From an optimization exercise on the open Yosys and OpenROAD flow, aimed at small area and a short achievable clock period; shortcuts taken in it are not production practice. Only the layout flow was run in this run; the RTL was not checked for function there. No driver is modelled on the clock port, so clocking that relies on it looks cheaper here than on a real chip.

[flow/design.v]
module prng (
    input logic [31:0] seed,
    output logic [31:0] rand_num,
    input logic clk,
    input logic rst
);
    logic [31:0] state;
    wire [30:0] x = state[30:0];
    wire [30:0] xn = ~state[30:0];
    wire [30:0] nxt;
    wire s0; wire c0;
    assign s0 = 1'b1 ^ x[2] ^ xn[0];
    assign c0 = (1'b1 & x[2]) | (1'b1 & xn[0]) | (x[2] & xn[0]);
    wire s1; wire c1;
    assign s1 = 1'b1 ^ x[3] ^ xn[1];
    assign c1 = (1'b1 & x[3]) | (1'b1 & xn[1]) | (x[3] & xn[1]);
    wire s2; wire c2;
    fa u2 (.a(x[4]), .b(xn[2]), .c(xn[0]), .s(s2), .co(c2));
    wire s3; wire c3;
    fa u3 (.a(x[5]), .b(xn[3]), .c(xn[1]), .s(s3), .co(c3));
    wire s4; wire c4;
    assign s4 = 1'b0 ^ x[4] ^ x[2];
    assign c4 = (1'b0 & x[4]) | (1'b0 & x[2]) | (x[4] & x[2]);
    wire s5; wire c5;
    fa u5 (.a(x[6]), .b(c3), .c(~s4), .s(s5), .co(c5));
    wire s6; wire c6;
    fa u6 (.a(x[7]), .b(xn[5]), .c(xn[3]), .s(s6), .co(c6));
    wire s7; wire c7;
    fa u7 (.a(x[0]), .b(~c4), .c(s6), .s(s7), .co(c7));
    wire s8; wire c8;
    fa u8 (.a(x[8]), .b(xn[6]), .c(xn[4]), .s(s8), .co(c8));
    wire s9; wire c9;
    fa u9 (.a(x[1]), .b(c6), .c(s8), .s(s9), .co(c9));
    wire s10; wire c10;
    assign s10 = 1'b1 ^ x[9] ^ x[2];
    assign c10 = (1'b1 & x[9]) | (1'b1 & x[2]) | (x[9] & x[2]);
    wire s11; wire c11;
    fa u11 (.a(xn[7]), .b(xn[5]), .c(xn[0]), .s(s11), .co(c11));
    wire s12; wire c12;
    fa u12 (.a(c8), .b(s10), .c(s11), .s(s12), .co(c12));
    wire s13; wire c13;
    fa u13 (.a(xn[8]), .b(xn[6]), .c(xn[1]), .s(s13), .co(c13));
    wire s14; wire c14;
    fa u14 (.a(x[10]), .b(x[3]), .c(c10), .s(s14), .co(c14));
    wire s15; wire c15;
    fa u15 (.a(c11), .b(s13), .c(c12), .s(s15), .co(c15));
    wire s16; wire c16;
    fa u16 (.a(xn[9]), .b(xn[7]), .c(xn[2]), .s(s16), .co(c16));
    wire s17; wire c17;
    fa u17 (.a(x[11]), .b(x[4]), .c(c13), .s(s17), .co(c17));
    wire s18; wire c18;
    fa u18 (.a(s16), .b(c14), .c(s17), .s(s18), .co(c18));
    wire s19; wire c19;
    assign s19 = 1'b1 ^ x[12] ^ x[5];
    assign c19 = (1'b1 & x[12]) | (1'b1 & x[5]) | (x[12] & x[5]);
    wire s20; wire c20;
    fa u20 (.a(xn[10]), .b(xn[8]), .c(xn[3]), .s(s20), .co(c20));
    wire s21; wire c21;
    fa u21 (.a(x[0]), .b(c16), .c(s19), .s(s21), .co(c21));
    wire s22; wire c22;
    fa u22 (.a(s20), .b(c17), .c(s21), .s(s22), .co(c22));
    wire s23; wire c23;
    assign s23 = 1'b1 ^ x[13] ^ x[6];
    assign c23 = (1'b1 & x[13]) | (1'b1 & x[6]) | (x[13] & x[6]);
    wire s24; wire c24;
    fa u24 (.a(xn[11]), .b(xn[9]), .c(xn[4]), .s(s24), .co(c24));
    wire s25; wire c25;
    fa u25 (.a(x[1]), .b(c19), .c(c20), .s(s25), .co(c25));
    wire s26; wire c26;
    fa u26 (.a(s23), .b(s24), .c(c21), .s(s26), .co(c26));
    wire s27; wire c27;
    fa u27 (.a(s25), .b(c22), .c(s26), .s(s27), .co(c27));
    wire s28; wire c28;
    fa u28 (.a(x[14]), .b(x[7]), .c(x[2]), .s(s28), .co(c28));
    wire s29; wire c29;
    fa u29 (.a(xn[12]), .b(xn[10]), .c(xn[5]), .s(s29), .co(c29));
    wire s30; wire c30;
    fa u30 (.a(x[0]), .b(c23), .c(c24), .s(s30), .co(c30));
    wire s31; wire c31;
    fa u31 (.a(s28), .b(s29), .c(c25), .s(s31), .co(c31));
    wire s32; wire c32;
    fa u32 (.a(s30), .b(c26), .c(s31), .s(s32), .co(c32));
    wire s33; wire c33;
    fa u33 (.a(x[15]), .b(x[8]), .c(x[3]), .s(s33), .co(c33));
    wire s34; wire c34;
    fa u34 (.a(xn[13]), .b(xn[11]), .c(xn[6]), .s(s34), .co(c34));
    wire s35; wire c35;
    fa u35 (.a(x[1]), .b(c28), .c(c29), .s(s35), .co(c35));
    wire s36; wire c36;
    fa u36 (.a(s33), .b(s34), .c(c30), .s(s36), .co(c36));
    wire s37; wire c37;
    fa u37 (.a(s35), .b(c31), .c(s36), .s(s37), .co(c37));
    wire s38; wire c38;
    fa u38 (.a(x[16]), .b(x[9]), .c(x[4]), .s(s38), .co(c38));
    wire s39; wire c39;
    fa u39 (.a(xn[14]), .b(xn[12]), .c(xn[7]), .s(s39), .co(c39));
    wire s40; wire c40;
    fa u40 (.a(x[2]), .b(c33), .c(c34), .s(s40), .co(c40));
    wire s41; wire c41;
    fa u41 (.a(s38), .b(s39), .c(c35), .s(s41), .co(c41));
    wire s42; wire c42;
    fa u42 (.a(s40), .b(c36), .c(s41), .s(s42), .co(c42));
    wire s43; wire c43;
    assign s43 = 1'b1 ^ x[17] ^ x[10];
    assign c43 = (1'b1 & x[17]) | (1'b1 & x[10]) | (x[17] & x[10]);
    wire s44; wire c44;
    fa u44 (.a(xn[15]), .b(xn[13]), .c(xn[8]), .s(s44), .co(c44));
    wire s45; wire c45;
    fa u45 (.a(x[5]), .b(x[3]), .c(xn[0]), .s(s45), .co(c45));
    wire s46; wire c46;
    fa u46 (.a(c38), .b(c39), .c(s43), .s(s46), .co(c46));
    wire s47; wire c47;
    fa u47 (.a(s44), .b(s45), .c(c40), .s(s47), .co(c47));
    wire s48; wire c48;
    fa u48 (.a(s46), .b(c41), .c(s47), .s(s48), .co(c48));
    wire s49; wire c49;
    fa u49 (.a(x[18]), .b(x[11]), .c(x[6]), .s(s49), .co(c49));
    wire s50; wire c50;
    fa u50 (.a(xn[16]), .b(xn[14]), .c(xn[9]), .s(s50), .co(c50));
    wire s51; wire c51;
    fa u51 (.a(x[4]), .b(c43), .c(c44), .s(s51), .co(c51));
    wire s52; wire c52;
    fa u52 (.a(xn[1]), .b(c45), .c(s49), .s(s52), .co(c52));
    wire s53; wire c53;
    fa u53 (.a(s50), .b(c46), .c(s51), .s(s53), .co(c53));
    wire s54; wire c54;
    fa u54 (.a(s52), .b(c47), .c(s53), .s(s54), .co(c54));
    wire s55; wire c55;
    fa u55 (.a(xn[17]), .b(xn[15]), .c(xn[10]), .s(s55), .co(c55));
    wire s56; wire c56;
    fa u56 (.a(x[12]), .b(x[7]), .c(x[5]), .s(s56), .co(c56));
    wire s57; wire c57;
    fa u57 (.a(xn[2]), .b(x[0]), .c(x[19]), .s(s57), .co(c57));
    wire s58; wire c58;
    fa u58 (.a(c49), .b(c50), .c(s55), .s(s58), .co(c58));
    wire s59; wire c59;
    fa u59 (.a(s56), .b(s57), .c(c51), .s(s59), .co(c59));
    wire s60; wire c60;
    fa u60 (.a(c52), .b(s58), .c(c53), .s(s60), .co(c60));
    wire s61; wire c61;
    fa u61 (.a(s59), .b(c54), .c(s60), .s(s61), .co(c61));
    wire s62; wire c62;
    fa u62 (.a(xn[18]), .b(xn[16]), .c(xn[11]), .s(s62), .co(c62));
    wire s63; wire c63;
    fa u63 (.a(x[13]), .b(x[8]), .c(x[6]), .s(s63), .co(c63));
    wire s64; wire c64;
    fa u64 (.a(xn[3]), .b(x[1]), .c(x[20]), .s(s64), .co(c64));
    wire s65; wire c65;
    fa u65 (.a(c55), .b(c56), .c(c57), .s(s65), .co(c65));
    wire s66; wire c66;
    fa u66 (.a(s62), .b(s63), .c(s64), .s(s66), .co(c66));
    wire s67; wire c67;
    fa u67 (.a(c58), .b(s65), .c(s66), .s(s67), .co(c67));
    wire s68; wire c68;
    fa u68 (.a(c59), .b(s67), .c(c60), .s(s68), .co(c68));
    wire s69; wire c69;
    fa u69 (.a(xn[17]), .b(xn[12]), .c(xn[4]), .s(s69), .co(c69));
    wire s70; wire c70;
    fa u70 (.a(x[14]), .b(x[9]), .c(x[7]), .s(s70), .co(c70));
    wire s71; wire c71;
    fa u71 (.a(x[2]), .b(xn[19]), .c(x[21]), .s(s71), .co(c71));
    wire s72; wire c72;
    fa u72 (.a(c62), .b(c63), .c(s69), .s(s72), .co(c72));
    wire s73; wire c73;
    fa u73 (.a(s70), .b(c64), .c(s71), .s(s73), .co(c73));
    wire s74; wire c74;
    fa u74 (.a(c65), .b(s72), .c(c66), .s(s74), .co(c74));
    wire s75; wire c75;
    fa u75 (.a(s73), .b(s74), .c(c67), .s(s75), .co(c75));
    wire s76; wire c76;
    assign s76 = 1'b0 ^ x[18] ^ x[13];
    assign c76 = (1'b0 & x[18]) | (1'b0 & x[13]) | (x[18] & x[13]);
    wire s77; wire c77;
    fa u77 (.a(x[15]), .b(x[10]), .c(x[8]), .s(s77), .co(c77));
    wire s78; wire c78;
    fa u78 (.a(xn[5]), .b(x[3]), .c(xn[0]), .s(s78), .co(c78));
    wire s79; wire c79;
    fa u79 (.a(xn[20]), .b(c69), .c(c70), .s(s79), .co(c79));
    wire s80; wire c80;
    fa u80 (.a(x[22]), .b(~s76), .c(s77), .s(s80), .co(c80));
    wire s81; wire c81;
    fa u81 (.a(s78), .b(c71), .c(c72), .s(s81), .co(c81));
    wire s82; wire c82;
    fa u82 (.a(s79), .b(s80), .c(c73), .s(s82), .co(c82));
    wire s83; wire c83;
    fa u83 (.a(s81), .b(c74), .c(s82), .s(s83), .co(c83));
    wire s84; wire c84;
    fa u84 (.a(x[16]), .b(x[11]), .c(x[9]), .s(s84), .co(c84));
    wire s85; wire c85;
    fa u85 (.a(xn[14]), .b(xn[6]), .c(xn[1]), .s(s85), .co(c85));
    wire s86; wire c86;
    fa u86 (.a(x[4]), .b(xn[19]), .c(xn[21]), .s(s86), .co(c86));
    wire s87; wire c87;
    fa u87 (.a(x[23]), .b(~c76), .c(c77), .s(s87), .co(c87));
    wire s88; wire c88;
    fa u88 (.a(c78), .b(s84), .c(s85), .s(s88), .co(c88));
    wire s89; wire c89;
    fa u89 (.a(s86), .b(c79), .c(c80), .s(s89), .co(c89));
    wire s90; wire c90;
    fa u90 (.a(s87), .b(s88), .c(c81), .s(s90), .co(c90));
    wire s91; wire c91;
    fa u91 (.a(s89), .b(c82), .c(s90), .s(s91), .co(c91));
    wire s92; wire c92;
    fa u92 (.a(x[17]), .b(x[12]), .c(x[10]), .s(s92), .co(c92));
    wire s93; wire c93;
    fa u93 (.a(xn[15]), .b(xn[7]), .c(xn[2]), .s(s93), .co(c93));
    wire s94; wire c94;
    fa u94 (.a(x[5]), .b(xn[20]), .c(xn[22]), .s(s94), .co(c94));
    wire s95; wire c95;
    fa u95 (.a(x[24]), .b(c84), .c(c85), .s(s95), .co(c95));
    wire s96; wire c96;
    fa u96 (.a(s92), .b(s93), .c(c86), .s(s96), .co(c96));
    wire s97; wire c97;
    fa u97 (.a(s94), .b(c87), .c(c88), .s(s97), .co(c97));
    wire s98; wire c98;
    fa u98 (.a(s95), .b(s96), .c(c89), .s(s98), .co(c98));
    wire s99; wire c99;
    fa u99 (.a(s97), .b(c90), .c(s98), .s(s99), .co(c99));
    wire s100; wire c100;
    fa u100 (.a(x[18]), .b(x[13]), .c(x[11]), .s(s100), .co(c100));
    wire s101; wire c101;
    fa u101 (.a(xn[16]), .b(xn[8]), .c(xn[3]), .s(s101), .co(c101));
    wire s102; wire c102;
    fa u102 (.a(x[6]), .b(x[0]), .c(xn[21]), .s(s102), .co(c102));
    wire s103; wire c103;
    fa u103 (.a(xn[23]), .b(c92), .c(c93), .s(s103), .co(c103));
    wire s104; wire c104;
    fa u104 (.a(x[25]), .b(s100), .c(s101), .s(s104), .co(c104));
    wire s105; wire c105;
    fa u105 (.a(c94), .b(s102), .c(c95), .s(s105), .co(c105));
    wire s106; wire c106;
    fa u106 (.a(s103), .b(c96), .c(s104), .s(s106), .co(c106));
    wire s107; wire c107;
    fa u107 (.a(c97), .b(s105), .c(s106), .s(s107), .co(c107));
    wire s108; wire c108;
    fa u108 (.a(c98), .b(s107), .c(c99), .s(s108), .co(c108));
    wire s109; wire c109;
    fa u109 (.a(xn[17]), .b(xn[9]), .c(xn[4]), .s(s109), .co(c109));
    wire s110; wire c110;
    fa u110 (.a(x[14]), .b(x[12]), .c(x[7]), .s(s110), .co(c110));
    wire s111; wire c111;
    fa u111 (.a(x[1]), .b(x[19]), .c(xn[22]), .s(s111), .co(c111));
    wire s112; wire c112;
    fa u112 (.a(xn[24]), .b(c100), .c(c101), .s(s112), .co(c112));
    wire s113; wire c113;
    fa u113 (.a(x[26]), .b(s109), .c(s110), .s(s113), .co(c113));
    wire s114; wire c114;
    fa u114 (.a(c102), .b(s111), .c(c103), .s(s114), .co(c114));
    wire s115; wire c115;
    fa u115 (.a(c104), .b(s112), .c(s113), .s(s115), .co(c115));
    wire s116; wire c116;
    fa u116 (.a(c105), .b(s114), .c(c106), .s(s116), .co(c116));
    wire s117; wire c117;
    fa u117 (.a(s115), .b(c107), .c(s116), .s(s117), .co(c117));
    wire s118; wire c118;
    fa u118 (.a(xn[18]), .b(xn[10]), .c(xn[5]), .s(s118), .co(c118));
    wire s119; wire c119;
    fa u119 (.a(x[15]), .b(x[13]), .c(x[8]), .s(s119), .co(c119));
    wire s120; wire c120;
    fa u120 (.a(x[2]), .b(x[20]), .c(xn[23]), .s(s120), .co(c120));
    wire s121; wire c121;
    fa u121 (.a(xn[25]), .b(c109), .c(c110), .s(s121), .co(c121));
    wire s122; wire c122;
    fa u122 (.a(x[27]), .b(s118), .c(s119), .s(s122), .co(c122));
    wire s123; wire c123;
    fa u123 (.a(c111), .b(s120), .c(c112), .s(s123), .co(c123));
    wire s124; wire c124;
    fa u124 (.a(c113), .b(s121), .c(s122), .s(s124), .co(c124));
    wire s125; wire c125;
    fa u125 (.a(c114), .b(s123), .c(c115), .s(s125), .co(c125));
    wire s126; wire c126;
    fa u126 (.a(s124), .b(c116), .c(s125), .s(s126), .co(c126));
    wire s127; wire c127;
    fa u127 (.a(x[16]), .b(x[14]), .c(x[9]), .s(s127), .co(c127));
    wire s128; wire c128;
    fa u128 (.a(xn[11]), .b(xn[6]), .c(x[3]), .s(s128), .co(c128));
    wire s129; wire c129;
    fa u129 (.a(xn[19]), .b(x[21]), .c(xn[24]), .s(s129), .co(c129));
    wire s130; wire c130;
    fa u130 (.a(xn[26]), .b(c118), .c(c119), .s(s130), .co(c130));
    wire s131; wire c131;
    fa u131 (.a(x[28]), .b(s127), .c(s128), .s(s131), .co(c131));
    wire s132; wire c132;
    fa u132 (.a(c120), .b(s129), .c(c121), .s(s132), .co(c132));
    wire s133; wire c133;
    fa u133 (.a(c122), .b(s130), .c(s131), .s(s133), .co(c133));
    wire s134; wire c134;
    fa u134 (.a(c123), .b(s132), .c(c124), .s(s134), .co(c134));
    wire s135; wire c135;
    fa u135 (.a(s133), .b(c125), .c(s134), .s(s135), .co(c135));
    wire s136; wire c136;
    fa u136 (.a(x[17]), .b(x[15]), .c(x[10]), .s(s136), .co(c136));
    wire s137; wire c137;
    fa u137 (.a(xn[12]), .b(xn[7]), .c(x[4]), .s(s137), .co(c137));
    wire s138; wire c138;
    fa u138 (.a(xn[20]), .b(x[22]), .c(xn[25]), .s(s138), .co(c138));
    wire s139; wire c139;
    fa u139 (.a(c127), .b(c128), .c(xn[27]), .s(s139), .co(c139));
    wire s140; wire c140;
    fa u140 (.a(s136), .b(s137), .c(x[29]), .s(s140), .co(c140));
    wire s141; wire c141;
    fa u141 (.a(c129), .b(c130), .c(s138), .s(s141), .co(c141));
    wire s142; wire c142;
    fa u142 (.a(c131), .b(s139), .c(s140), .s(s142), .co(c142));
    wire s143; wire c143;
    fa u143 (.a(c132), .b(s141), .c(c133), .s(s143), .co(c143));
    wire s144; wire c144;
    fa u144 (.a(s142), .b(c134), .c(s143), .s(s144), .co(c144));
    wire s145;
    assign s145 = xn[18] ^ xn[16] ^ xn[11];
    wire s146;
    assign s146 = x[13] ^ x[8] ^ xn[5];
    wire s147;
    assign s147 = x[0] ^ xn[21] ^ x[23];
    wire s148;
    assign s148 = xn[26] ^ c136 ^ c137;
    wire s149;
    assign s149 = x[28] ^ s145 ^ s146;
    wire s150;
    assign s150 = x[30] ^ s147 ^ c138;
    wire s151;
    assign s151 = c139 ^ s148 ^ c140;
    wire s152;
    assign s152 = ~s149 ^ s150 ^ c141;
    wire s153;
    assign s153 = c142 ^ s151 ^ s152;
    wire s154;
    assign s154 = c143 ^ s153 ^ c144;
    wire [30:0] ra, rb;
    assign ra[0] = x[0];
    assign rb[0] = 1'b1;
    assign ra[1] = x[1];
    assign rb[1] = 1'b0;
    assign ra[2] = s0;
    assign rb[2] = 1'b0;
    assign ra[3] = c0;
    assign rb[3] = s1;
    assign ra[4] = c1;
    assign rb[4] = s2;
    assign ra[5] = c2;
    assign rb[5] = s3;
    assign ra[6] = s5;
    assign rb[6] = 1'b0;
    assign ra[7] = c5;
    assign rb[7] = s7;
    assign ra[8] = c7;
    assign rb[8] = s9;
    assign ra[9] = c9;
    assign rb[9] = s12;
    assign ra[10] = s14;
    assign rb[10] = s15;
    assign ra[11] = c15;
    assign rb[11] = s18;
    assign ra[12] = c18;
    assign rb[12] = s22;
    assign ra[13] = s27;
    assign rb[13] = 1'b0;
    assign ra[14] = c27;
    assign rb[14] = s32;
    assign ra[15] = c32;
    assign rb[15] = s37;
    assign ra[16] = c37;
    assign rb[16] = s42;
    assign ra[17] = c42;
    assign rb[17] = s48;
    assign ra[18] = c48;
    assign rb[18] = s54;
    assign ra[19] = s61;
    assign rb[19] = 1'b0;
    assign ra[20] = c61;
    assign rb[20] = s68;
    assign ra[21] = c68;
    assign rb[21] = s75;
    assign ra[22] = c75;
    assign rb[22] = s83;
    assign ra[23] = c83;
    assign rb[23] = s91;
    assign ra[24] = c91;
    assign rb[24] = s99;
    assign ra[25] = s108;
    assign rb[25] = 1'b0;
    assign ra[26] = c108;
    assign rb[26] = s117;
    assign ra[27] = c117;
    assign rb[27] = s126;
    assign ra[28] = c126;
    assign rb[28] = s135;
    assign ra[29] = c135;
    assign rb[29] = s144;
    assign ra[30] = s154;
    assign rb[30] = 1'b0;
    wire [30:0] g0 = ra & rb;
    wire [30:0] p0 = ra ^ rb;
    wire gg1 = g0[1] | (p0[1] & g0[0]);
    wire gg2 = g0[2] | (p0[2] & gg1);
    wire gg3 = g0[3] | (p0[3] & g0[2]);
    wire pp3 = p0[3] & p0[2];
    wire gg4 = gg3 | (pp3 & gg1);
    wire gg5 = g0[4] | (p0[4] & g0[3]);
    wire pp5 = p0[4] & p0[3];
    wire gg6 = gg5 | (pp5 & gg2);
    wire gg7 = g0[5] | (p0[5] & g0[4]);
    wire pp7 = p0[5] & p0[4];
    wire gg8 = gg7 | (pp7 & g0[3]);
    wire pp8 = pp7 & p0[3];
    wire gg9 = gg8 | (pp8 & gg2);
    wire gg10 = g0[6] | (p0[6] & gg9);
    wire gg11 = g0[7] | (p0[7] & g0[6]);
    wire pp11 = p0[7] & p0[6];
    wire gg12 = gg11 | (pp11 & gg9);
    wire gg13 = g0[8] | (p0[8] & g0[7]);
    wire pp13 = p0[8] & p0[7];
    wire gg14 = gg13 | (pp13 & gg10);
    wire gg15 = g0[9] | (p0[9] & g0[8]);
    wire pp15 = p0[9] & p0[8];
    wire gg16 = gg15 | (pp15 & gg11);
    wire pp16 = pp15 & pp11;
    wire gg17 = gg16 | (pp16 & gg9);
    wire gg18 = g0[10] | (p0[10] & gg15);
    wire pp18 = p0[10] & pp15;
    wire gg19 = gg18 | (pp18 & gg12);
    wire gg20 = g0[11] | (p0[11] & g0[10]);
    wire pp20 = p0[11] & p0[10];
    wire gg21 = gg20 | (pp20 & gg17);
    wire gg22 = g0[12] | (p0[12] & gg20);
    wire pp22 = p0[12] & pp20;
    wire gg23 = gg22 | (pp22 & gg17);
    wire gg24 = g0[13] | (p0[13] & gg23);
    wire gg25 = g0[14] | (p0[14] & g0[13]);
    wire pp25 = p0[14] & p0[13];
    wire gg26 = gg25 | (pp25 & gg23);
    wire gg27 = g0[15] | (p0[15] & g0[14]);
    wire pp27 = p0[15] & p0[14];
    wire gg28 = gg27 | (pp27 & g0[13]);
    wire pp28 = pp27 & p0[13];
    wire gg29 = gg28 | (pp28 & gg23);
    wire gg30 = g0[16] | (p0[16] & g0[15]);
    wire pp30 = p0[16] & p0[15];
    wire gg31 = gg30 | (pp30 & g0[14]);
    wire pp31 = pp30 & p0[14];
    wire gg32 = gg31 | (pp31 & gg24);
    wire gg33 = g0[17] | (p0[17] & g0[16]);
    wire pp33 = p0[17] & p0[16];
    wire gg34 = gg33 | (pp33 & gg27);
    wire pp34 = pp33 & pp27;
    wire gg35 = gg34 | (pp34 & gg24);
    wire gg36 = g0[18] | (p0[18] & g0[17]);
    wire pp36 = p0[18] & p0[17];
    wire gg37 = gg36 | (pp36 & gg30);
    wire pp37 = pp36 & pp30;
    wire gg38 = gg37 | (pp37 & gg26);
    wire gg39 = g0[18] | (p0[18] & gg33);
    wire pp39 = p0[18] & pp33;
    wire gg40 = g0[19] | (p0[19] & gg39);
    wire pp40 = p0[19] & pp39;
    wire gg41 = gg40 | (pp40 & gg29);
    wire gg42 = g0[20] | (p0[20] & g0[19]);
    wire pp42 = p0[20] & p0[19];
    wire gg43 = gg42 | (pp42 & gg38);
    wire gg44 = g0[21] | (p0[21] & g0[20]);
    wire pp44 = p0[21] & p0[20];
    wire gg45 = gg44 | (pp44 & g0[19]);
    wire pp45 = pp44 & p0[19];
    wire gg46 = gg45 | (pp45 & gg38);
    wire gg47 = g0[22] | (p0[22] & g0[21]);
    wire pp47 = p0[22] & p0[21];
    wire gg48 = gg47 | (pp47 & gg42);
    wire pp48 = pp47 & pp42;
    wire gg49 = gg48 | (pp48 & gg38);
    wire gg50 = g0[23] | (p0[23] & g0[22]);
    wire pp50 = p0[23] & p0[22];
    wire gg51 = gg50 | (pp50 & gg44);
    wire pp51 = pp50 & pp44;
    wire gg52 = gg51 | (pp51 & gg41);
    wire gg53 = g0[24] | (p0[24] & g0[23]);
    wire pp53 = p0[24] & p0[23];
    wire gg54 = gg53 | (pp53 & gg47);
    wire pp54 = pp53 & pp47;
    wire gg55 = gg54 | (pp54 & gg43);
    wire gg56 = g0[25] | (p0[25] & gg54);
    wire pp56 = p0[25] & pp54;
    wire gg57 = gg56 | (pp56 & gg43);
    wire gg58 = g0[26] | (p0[26] & g0[25]);
    wire pp58 = p0[26] & p0[25];
    wire gg59 = gg58 | (pp58 & gg55);
    wire gg60 = g0[27] | (p0[27] & g0[26]);
    wire pp60 = p0[27] & p0[26];
    wire gg61 = gg60 | (pp60 & g0[25]);
    wire pp61 = pp60 & p0[25];
    wire gg62 = gg61 | (pp61 & gg55);
    wire gg63 = g0[28] | (p0[28] & g0[27]);
    wire pp63 = p0[28] & p0[27];
    wire gg64 = gg63 | (pp63 & g0[26]);
    wire pp64 = pp63 & p0[26];
    wire gg65 = gg64 | (pp64 & g0[25]);
    wire pp65 = pp64 & p0[25];
    wire gg66 = gg65 | (pp65 & gg55);
    wire gg67 = g0[29] | (p0[29] & g0[28]);
    wire pp67 = p0[29] & p0[28];
    wire gg68 = gg67 | (pp67 & g0[27]);
    wire pp68 = pp67 & p0[27];
    wire gg69 = gg68 | (pp68 & gg58);
    wire pp69 = pp68 & pp58;
    wire gg70 = gg69 | (pp69 & gg55);
    wire gg71 = g0[30] | (p0[30] & gg68);
    wire pp71 = p0[30] & pp68;
    wire gg72 = gg71 | (pp71 & gg59);
    assign nxt[0] = p0[0];
    assign nxt[1] = p0[1] ^ g0[0];
    assign nxt[2] = p0[2] ^ gg1;
    assign nxt[3] = p0[3] ^ gg2;
    assign nxt[4] = p0[4] ^ gg4;
    assign nxt[5] = p0[5] ^ gg6;
    assign nxt[6] = p0[6] ^ gg9;
    assign nxt[7] = p0[7] ^ gg10;
    assign nxt[8] = p0[8] ^ gg12;
    assign nxt[9] = p0[9] ^ gg14;
    assign nxt[10] = p0[10] ^ gg17;
    assign nxt[11] = p0[11] ^ gg19;
    assign nxt[12] = p0[12] ^ gg21;
    assign nxt[13] = p0[13] ^ gg23;
    assign nxt[14] = p0[14] ^ gg24;
    assign nxt[15] = p0[15] ^ gg26;
    assign nxt[16] = p0[16] ^ gg29;
    assign nxt[17] = p0[17] ^ gg32;
    assign nxt[18] = p0[18] ^ gg35;
    assign nxt[19] = p0[19] ^ gg38;
    assign nxt[20] = p0[20] ^ gg41;
    assign nxt[21] = p0[21] ^ gg43;
    assign nxt[22] = p0[22] ^ gg46;
    assign nxt[23] = p0[23] ^ gg49;
    assign nxt[24] = p0[24] ^ gg52;
    assign nxt[25] = p0[25] ^ gg55;
    assign nxt[26] = p0[26] ^ gg57;
    assign nxt[27] = p0[27] ^ gg59;
    assign nxt[28] = p0[28] ^ gg62;
    assign nxt[29] = p0[29] ^ gg66;
    assign nxt[30] = p0[30] ^ gg70;
    always_ff @(posedge clk) begin
        if (rst) begin
            state <= seed;
        end else begin
            state <= {1'b0, nxt};
        end
        rand_num <= state;
    end
endmodule
module fa (
    input  logic a,
    input  logic b,
    input  logic c,
    output logic s,
    output logic co
);
    assign s = a ^ b ^ c;
    assign co = (a & b) | (a & c) | (b & c);
endmodule
[flow/flow/run.sh]
#!/bin/bash
# Standard layout with two changes: the smallest buffer on each port, and
# useful clock skew between registers after clock tree synthesis (skew.tcl).
export BUFFER_PORTS_ARGS="-buffer_cell sky130_fd_sc_hd__buf_1"
export POST_CTS_TCL="$PWD/flow/skew.tcl"
export SKIP_CTS_REPAIR_TIMING=1
bash standard.sh > standard.log 2>&1
[flow/flow/skew.py]
#!/usr/bin/env python3
"""Plan a later clock arrival for registers (useful skew).

usage: skew.py PATHS PERIOD

PATHS holds lines "kind from to slack" as skew.tcl writes them. A delay D[r]
(>= 0) on register r's clock changes a register-to-register path s->e by
D[s] - D[e]. The plan finds the smallest period T such that:
  setup   (PERIOD - slack) + D[s] - D[e] <= T      for register pairs
  hold    slack + D[s] - D[e] >= HOLD_MARGIN
  output  (PERIOD - slack) + D[s] <= T            (the skew may only hurt)
  input   (PERIOD - slack) <= T                   (no gain from the skew)
  D[r] <= DMAX
and prints, for each register that needs a delay, a chain of delay cells.
"""
import sys

DMAX = 1.2
HOLD_MARGIN = 0.2
LEVEL_COST = 0.15
# cells and the delay each adds in front of one register's clock pin (ns)
CELLS = [
    ('sky130_fd_sc_hd__clkbuf_1', 0.09, 3.75),
    ('sky130_fd_sc_hd__dlygate4sd1_1', 0.20, 8.76),
    ('sky130_fd_sc_hd__clkdlybuf4s50_1', 0.46, 10.01),
]

path_file, period = sys.argv[1], float(sys.argv[2])
setup, hold, outp, inp, inhold = {}, {}, {}, {}, {}
regs = set()
for line in open(path_file):
    f = line.split()
    if len(f) != 4:
        continue
    kind, s, e, sl = f[0], f[1], f[2], float(f[3])
    if kind == 'max':
        setup[(s, e)] = min(setup.get((s, e), 1e9), sl)
        regs.update((s, e))
    elif kind == 'min':
        hold[(s, e)] = min(hold.get((s, e), 1e9), sl)
        regs.update((s, e))
    elif kind == 'outmax':
        outp[s] = min(outp.get(s, 1e9), sl)
        regs.add(s)
    elif kind == 'inmax':
        inp[e] = min(inp.get(e, 1e9), sl)
        regs.add(e)
    elif kind == 'inmin':
        inhold[e] = min(inhold.get(e, 1e9), sl)
        regs.add(e)
regs = sorted(regs)
idx = {r: i + 1 for i, r in enumerate(regs)}


def solve(T):
    # difference constraints x[b] >= x[a] + w as edges (a, b, w); longest path
    edges = []
    for r in regs:
        ub = DMAX
        if r in inhold:
            ub = min(ub, max(0.0, inhold[r] - HOLD_MARGIN))
        if r in outp:
            ub = min(ub, T - (period - outp[r]))
        if ub < 0:
            return None
        edges.append((0, idx[r], 0.0))
        edges.append((idx[r], 0, -ub))
    for (s, e), sl in setup.items():
        d = period - sl
        if s == e:
            if d > T:
                return None
            continue
        edges.append((idx[s], idx[e], d - T))
    for (s, e), sl in hold.items():
        if s == e:
            continue
        # D[e] - D[s] <= sl - margin
        edges.append((idx[e], idx[s], -max(0.0, sl - HOLD_MARGIN)))
    for e, sl in inp.items():
        if period - sl > T:
            return None
    n = len(regs) + 1
    x = [0.0] + [-1e18] * (n - 1)
    for it in range(n + 1):
        changed = False
        for a, b, w in edges:
            if x[a] > -1e17 and x[a] + w > x[b] + 1e-9:
                x[b] = x[a] + w
                changed = True
        if not changed:
            return {r: x[idx[r]] for r in regs}
        if x[0] > 1e-9:
            return None
    return None


t0 = max([period - sl for sl in setup.values()] + [period - sl for sl in inp.values()]
         + [period - sl for sl in outp.values()])
lo, hi = 0.0, t0
if solve(hi) is None:
    print(f'# no skew plan (T0 {t0:.3f})')
    sys.exit(0)
for _ in range(40):
    m = (lo + hi) / 2
    if solve(m) is None:
        lo = m
    else:
        hi = m
T = hi
D = solve(T)
print(f'# period without skew {t0:.3f}, with skew {T:.3f}')


CELL_D = {c[0]: c[1] for c in CELLS}


def chain(delta):
    # fewest-area chain of cells whose delay is closest to delta
    best = None
    for a in range(0, 4):
        for b in range(0, 4):
            for c in range(0, 4):
                if a + b + c == 0 or a + b + c > 4:
                    continue
                n = (a, b, c)
                d = sum(k * cell[1] for k, cell in zip(n, CELLS))
                area = sum(k * cell[2] for k, cell in zip(n, CELLS))
                cost = abs(d - delta) + 0.004 * area
                if best is None or cost < best[0]:
                    best = (cost, n)
    out = []
    for k, cell in zip(best[1], CELLS):
        out += [cell[0]] * k
    return out


# Shared delays: the registers are put on a few levels; level k is reached
# through a cascade of delay stages, each stage driving the registers of its
# level and the next stage.
need = sorted((D[r], r) for r in regs if D[r] >= 0.06)
if not need:
    sys.exit(0)
vals = [v for v, _ in need]


def levels_for(k):
    # 1-D k-means on the wanted delays
    cent = [vals[int((i + 0.5) * len(vals) / k)] for i in range(k)]
    for _ in range(50):
        groups = [[] for _ in cent]
        for v in vals:
            groups[min(range(k), key=lambda i: abs(v - cent[i]))].append(v)
        cent = [sum(g) / len(g) if g else c for g, c in zip(groups, cent)]
    err = sum(min(abs(v - c) for c in cent) for v in vals)
    return sorted(cent), err


best = None
for k in range(1, 7):
    cent, err = levels_for(k)
    cost = err + LEVEL_COST * k
    if best is None or cost < best[0]:
        best = (cost, cent)
cent = best[1]
prev = 0.0
real = 0.0
lev_of = {r: min(range(len(cent)), key=lambda i: abs(v - cent[i])) + 1 for v, r in need}
for k, c in enumerate(cent, 1):
    # each stage ends in a stronger buffer that drives its registers and the
    # next stage
    nload = sum(1 for r in lev_of if lev_of[r] == k) + (1 if k < len(cent) else 0)
    driver = ('sky130_fd_sc_hd__clkbuf_8', 0.12) if nload > 3 else ('sky130_fd_sc_hd__clkbuf_4', 0.12)
    rest = c - real - driver[1]
    cells = chain(rest) if rest > 0.05 else []
    cells.append(driver[0])
    real += sum(CELL_D.get(x, driver[1]) for x in cells)
    print('stage', k, f'{c:.3f}', ' '.join(cells))
for v, r in need:
    print('level', r, lev_of[r], f'{v:.3f}')
[flow/flow/skew.tcl]
# Useful clock skew between registers, run after clock tree synthesis
# (POST_CTS_TCL). It measures the worst setup and hold slack of every
# register-to-register path, and the worst slack of every path from an input
# and to an output, then asks skew.py for a later clock arrival for each
# register that shortens the period set by the register-to-register paths.
# Paths from the inputs and to the outputs get no gain from it: an input path
# must meet that period without the skew, and an output path must meet it with
# the skew. The delays are made by clock buffers put in front of the
# registers' clock pins.

set skew_dir [file dirname [file normalize [info script]]]
set work_dir [file dirname $skew_dir]
set_propagated_clock [all_clocks]
estimate_parasitics -placement

set regs [all_registers -cells]
set clkpin [dict create]
set dpin [dict create]
set cellof [dict create]
foreach r $regs {
  set n [get_full_name $r]
  dict set cellof $n $r
  foreach p [get_pins -of_objects $r] {
    set pn [get_property $p lib_pin_name]
    if { $pn == "CLK" } { dict set clkpin $n $p }
    if { $pn == "D" } { dict set dpin $n $p }
  }
}

set f [open $work_dir/skew_paths.txt w]
foreach r $regs {
  set n [get_full_name $r]
  set cp [dict get $clkpin $n]
  foreach {kind pd} {max max min min} {
    set paths [find_timing_paths -from $cp -path_delay $pd \
      -group_path_count 10000 -endpoint_path_count 1 -unique_paths_to_endpoint]
    foreach p $paths {
      set ep [get_property $p endpoint]
      set epn [get_full_name $ep]
      if { [get_property $ep direction] == "output" } {
        puts $f "out$kind $n - [get_property $p slack]"
      } else {
        set einst [get_full_name [get_cells -of_objects $ep]]
        puts $f "$kind $n $einst [get_property $p slack]"
      }
    }
  }
  set dp [dict get $dpin $n]
  foreach {kind pd} {inmax max inmin min} {
    set paths [find_timing_paths -from [all_inputs] -to $dp -path_delay $pd]
    foreach p $paths {
      puts $f "$kind - $n [get_property $p slack]"
    }
  }
}
close $f

set period [get_property [lindex [all_clocks] 0] period]
exec python3 $skew_dir/skew.py $work_dir/skew_paths.txt $period > $work_dir/skew_plan.txt
puts "skew plan:"
puts [exec cat $work_dir/skew_plan.txt]

set block [ord::get_db_block]
set stages {}
set level [dict create]
foreach line [split [exec cat $work_dir/skew_plan.txt] "\n"] {
  if { [lindex $line 0] == "stage" } { lappend stages [lrange $line 3 end] }
  if { [lindex $line 0] == "level" } { dict set level [lindex $line 1] [lindex $line 2] }
}
set nbuf 0
set drv_net ""
set k 0
foreach cells $stages {
  incr k
  set pins {}
  set sx 0
  set sy 0
  set np 0
  dict for {n lv} $level {
    if { $lv >= $k } {
      lappend pins [dict get $clkpin $n]
      set loc [[sta::sta_to_db_inst [dict get $cellof $n]] getLocation]
      set sx [expr { $sx + [lindex $loc 0] }]
      set sy [expr { $sy + [lindex $loc 1] }]
      incr np
    }
  }
  if { $np == 0 } { break }
  set xy [list [ord::dbu_to_microns [expr { $sx / $np }]] [ord::dbu_to_microns [expr { $sy / $np }]]]
  foreach cell $cells {
    if { $drv_net == "" } {
      set net [get_nets -of_objects [lindex $pins end]]
      insert_buffer -buffer_cell $cell -net $net -load_pins $pins -load_pins_on_diff_nets \
        -location $xy -buffer_name skewbuf_$nbuf -net_name skewnet_$nbuf
    } else {
      insert_buffer -buffer_cell $cell -net $drv_net -load_pins $pins \
        -location $xy -buffer_name skewbuf_$nbuf -net_name skewnet_$nbuf
    }
    set drv_net [get_nets skewnet_$nbuf]
    set bnet [$block findNet skewnet_$nbuf]
    if { $bnet ne "NULL" && $bnet ne "" } { $bnet setSigType CLOCK }
    incr nbuf
  }
}
puts "skew buffers inserted: $nbuf"

detailed_placement
check_placement -verbose
estimate_parasitics -placement
report_worst_slack -max
report_worst_slack -min
[flow/standard.sh]
#!/bin/bash
# synth_recipe.tcl (not shown) runs the flow's synth.tcl, then flattens the netlist and writes it again
# the make line also repeats each setting of config.mk as NAME=value (left out here)
make -C /OpenROAD-flow-scripts/flow DESIGN_CONFIG=/design/flow/config.mk WORK_HOME=/design/flow/orfs CLKGATE_MAP_FILE= SYNTH_SCRIPT=/design/flow/synth_recipe.tcl "${@:-finish}"
[flow/config.mk]
export PLATFORM = sky130hd
export DESIGN_NAME = prng
export DESIGN_NICKNAME = prng
export VERILOG_FILES = /design/flow/design.v
export SDC_FILE = /design/flow/constraint.sdc
export NUM_CORES = 4
export LEC_CHECK = 0
export CAP_MARGIN = 20
export CORE_MARGIN = 2
export CORE_UTILIZATION = 50
export CTS_BUF_LIST = sky130_fd_sc_hd__clkbuf_4 sky130_fd_sc_hd__clkbuf_8
export SETUP_SLACK_MARGIN = 3.0
export SLEW_MARGIN = 20
export SYNTH_HIERARCHICAL = 1
[flow/constraint.sdc]
create_clock -name core_clock -period 7.0 [get_ports {clk}]
set_input_delay 1.4000 -clock core_clock [delete_from_list [all_inputs] [get_ports {clk}]]
set_output_delay 1.4000 -clock core_clock [all_outputs]
set_load 0.01 [all_outputs]
==> flow_summary.json <==
{
  "status": "no timing/DRC/antenna violations",
  "grt.overflow.total": 0,
  "wl_um": 14400,
  "cts_tree": "yes",
  "final_cell_mix": "fa_1 (126), buf_1 (64), dfxtp_1 (45)",
  "min_from": "state[11]",
  "chipWidth_um": 112,
  "cts.sinks": 64,
  "min_to": "state[30]",
  "worstHoldPathCells": 7,
  "finalWeightedCongestion": 0.908,
  "end_kind": "register",
  "drive_gt1_share_pct": 20.3,
  "fill_cells": 941,
  "antenna_left": 0,
  "setup_viol_count_final": 0,
  "path_max_fanout": 4,
  "multi_input_area_um2": 4540,
  "yosysUniqueCellTypes": 46,
  "synth_area_um2": 5880,
  "utilization_pct": 60.0,
  "synth_top_cell_by_area": "fa_1",
  "start_util_pct": 51.3,
  "grt.busiest_layer": "met2",
  "fp.dieArea_um2": 12600,
  "yosys_warnings": 7,
  "r2r_cells": 13,
  "synth.area.top_cells": "fa_1 (47%), dfxtp_1 (22%), ha_1 (7.4%), xnor2_1 (4.6%), inv_1 (3.1%)",
  "netlist_instances": 462,
  "fin_skew_ns": 1.32,
  "worst-r2r-setup-slack_ns": 3.11,
  "seqCellArea_um2": 1340,
  "track_usage_pct": 25.4,
  "cap_viol_max_count": 0,
  "yosys.area_share.simple_pct": 4.04,
  "r2r_start": "state[18]",
  "finalHoldViolations": 0,
  "num_io_pins": 66,
  "finalCriticalPeriod_ns": 3.89,
  "reg2reg_to": "state[23]",
  "synth_xor_area_share_pct": 6.40,
  "hpwlAfterDp_um": 11400,
  "hold_class": "reg -> reg",
  "synthAdderAreaFrac_pct": 54.1,
  "synth_top_area_share_pct": 46.6,
  "num_vias": 3672,
  "viasPerCell": 5.24,
  "final_nets": 758,
  "antenna_found_initial": 1,
  "synth_area_per_cell_um2": 12.7,
  "path_class": "reg -> reg",
  "grt_pass1_vias": 4167,
  "port_buffers": 65,
  "synth.net_count": 668,
  "synth_seq_cells": 64,
  "drt-initial-drc-count": 221,
  "dr.pass1.iters": 4,
  "period_share_pct": 55.6,
  "synth_compound_area_share_pct": 8.83,
  "crit_required_ns": 7.92,
  "met1_usage_pct": 36.1,
  "clock.fmax_ghz": 0.257,
  "clkTransAtPathRegs_ns": 0.07,
  "rsz0062_at_grt": "yes",
  "met2_usage_pct": 38.2,
  "final_common_cell": "fa_1",
  "ys_seq_area_share_pct": 21.8,
  "synth_top_family_by_area": "adder cells",
  "synthMuxAreaShare_pct": 1.13,
  "relSlewSlack_pct": 63.3,
  "arrival_ns": 4.81,
  "grtUsageMet3_pct": 6.26,
  "drc": 0,
  "setup_tns_ns": 0,
  "coreArea_um2": 11500,
  "syn_to_final_growth_pct": 17.0,
  "rows": 39,
  "critical_path.startpoint_type": "register",
  "maxSlewViolCount": 0,
  "fp.dieH_um": 112,
  "clk-insertion-delay-late_ns": 1.67,
  "grt_max_degree": 59,
  "tightest_slew_ns": 0.551,
  "grt_pass1_wl_um": 23200,
  "wl_per_cell_um": 20.6
}
-- layer usage --
layer | vias up | share of wire [%]
li1 | 1684 | -
met1 | 1842 | 43
met3 | 20 | 8.1
met5 | - | 0
met2 | 126 | 47
met4 | 0 | 2.0
-- worst max-delay path by stage --
stage | endpoint | cells past startpoint | startpoint | slack, ns
after floorplan | state[30] | 15 | state[13] | 2.76
after global placement | state[30] | 14 | state[6] | 2.28
after detailed placement | state[29] | 14 | state[6] | 2.25
after global routing | state[23] | 13 | state[18] | 2.96
final | state[23] | 13 | state[18] | 3.11
-- metrics by stage --
step           setup slack [ns]  hold WS [ns]  instance area, um^2  instances
2_1_floorplan              2.76         0.310                 6030        462
3_3_place_gp               2.28         0.309                 6420        665
3_5_place_dp               2.25         0.312                 6420        665
5_1_grt                    2.96        0.0558                 6880        700
6_report                   3.11        0.0702                 6880        701
-- critical path: stages, from the launching register on --
cell      delay (ns)
dfxtp_4         0.38
inv_2           0.06
fa_2            0.49
fa_1            0.56
fa_1            0.43
fa_1            0.50
ha_4            0.32
nand2_2         0.05
or3_4           0.38
nand3b_1        0.11
o21a_1          0.16
a31oi_1         0.10
xor2_1          0.16
o21ai_1         0.07
-- layout make-up, clock buffers not listed --
type,instances,area share [%]
Tap cell,143,2.60
Inverter,49,2.82
Clock inverter,5,1.18
Sequential cell,64,19.4
Antenna cell,1,0.0364
Multi-Input combinational cell,343,66.0
Timing Repair Buffer,75,4.76
-- state kept, by name (all words and copies together) (netlist names) --
name	count
rand_num	32
state	32
-- per-module statistics from Yosys, one instance, submodules excluded --
module  times used  cell area (um^2)  cells  flops+latches
prng             1              3140    325             64
fa             137              20.0      1              0
-- cells by family (layout without fill, tap and decap cells) --
group / Yosys count / in the layout
flip-flops: 64 / 64
other: 0 / 1
XOR/XNOR: 43 / 43
buffers and inverters: 55 / 150
AND/OR/NAND/NOR: 49 / 49
adder cells (fa/ha/maj): 172 / 172
AO/OA/AOI/OAI: 73 / 73
multiplexers: 6 / 6
-- synthesized netlist by cell type (all sizes together) --
master	instances
nand2b	1
a31oi	5
mux2i	1
nand2	31
nor3	1
a31o	1
or3	1
fa	137
o22a	1
o2111ai	1
o21ai	26
xor2	12
nand3	3
o211ai	1
nand3b	1
mux2	5
or2	1
nor2	3
a21o	7
o31ai	4
o21bai	2
o21a	4
inv	49
a211oi	2
a41oi	1
xnor2	31
ha	35
clkbuf	4
dfxtp	64
a21oi	16
buf	2
and2	1
and3	3
a2111oi	1
nand4	3
a32oi	1

afterwards: timing with drivers on the ports:
Ports are ideal in the flow. The routed layout listed here was re-timed in OpenROAD.
Step 1: set_driving_cell puts a clkbuf_16 on clk and a buf_2 on each other input, an assumption about the parent block.
Step 2, shift: input delay + t, output delay - t, t = (earliest + latest rising clock arrival at the registers) / 2. This alone moves slack from input paths to output paths.
a / b / c = no drivers / after step 1 / after step 2; a / b = the first two.
t (ns): 1.051
slack for setup (ns): 3.107 / 3.107 / 3.107
clock arrival spread, ns: 1.318 / 1.318
worst register clock-pin slew, ns: 0.08 / 0.08
Clock arrivals are far apart in this run, so t is only a midpoint there and step 2 fits no single register. The setup slack of this run moves by 0.000 ns with the drivers and by 0.000 ns with both steps.
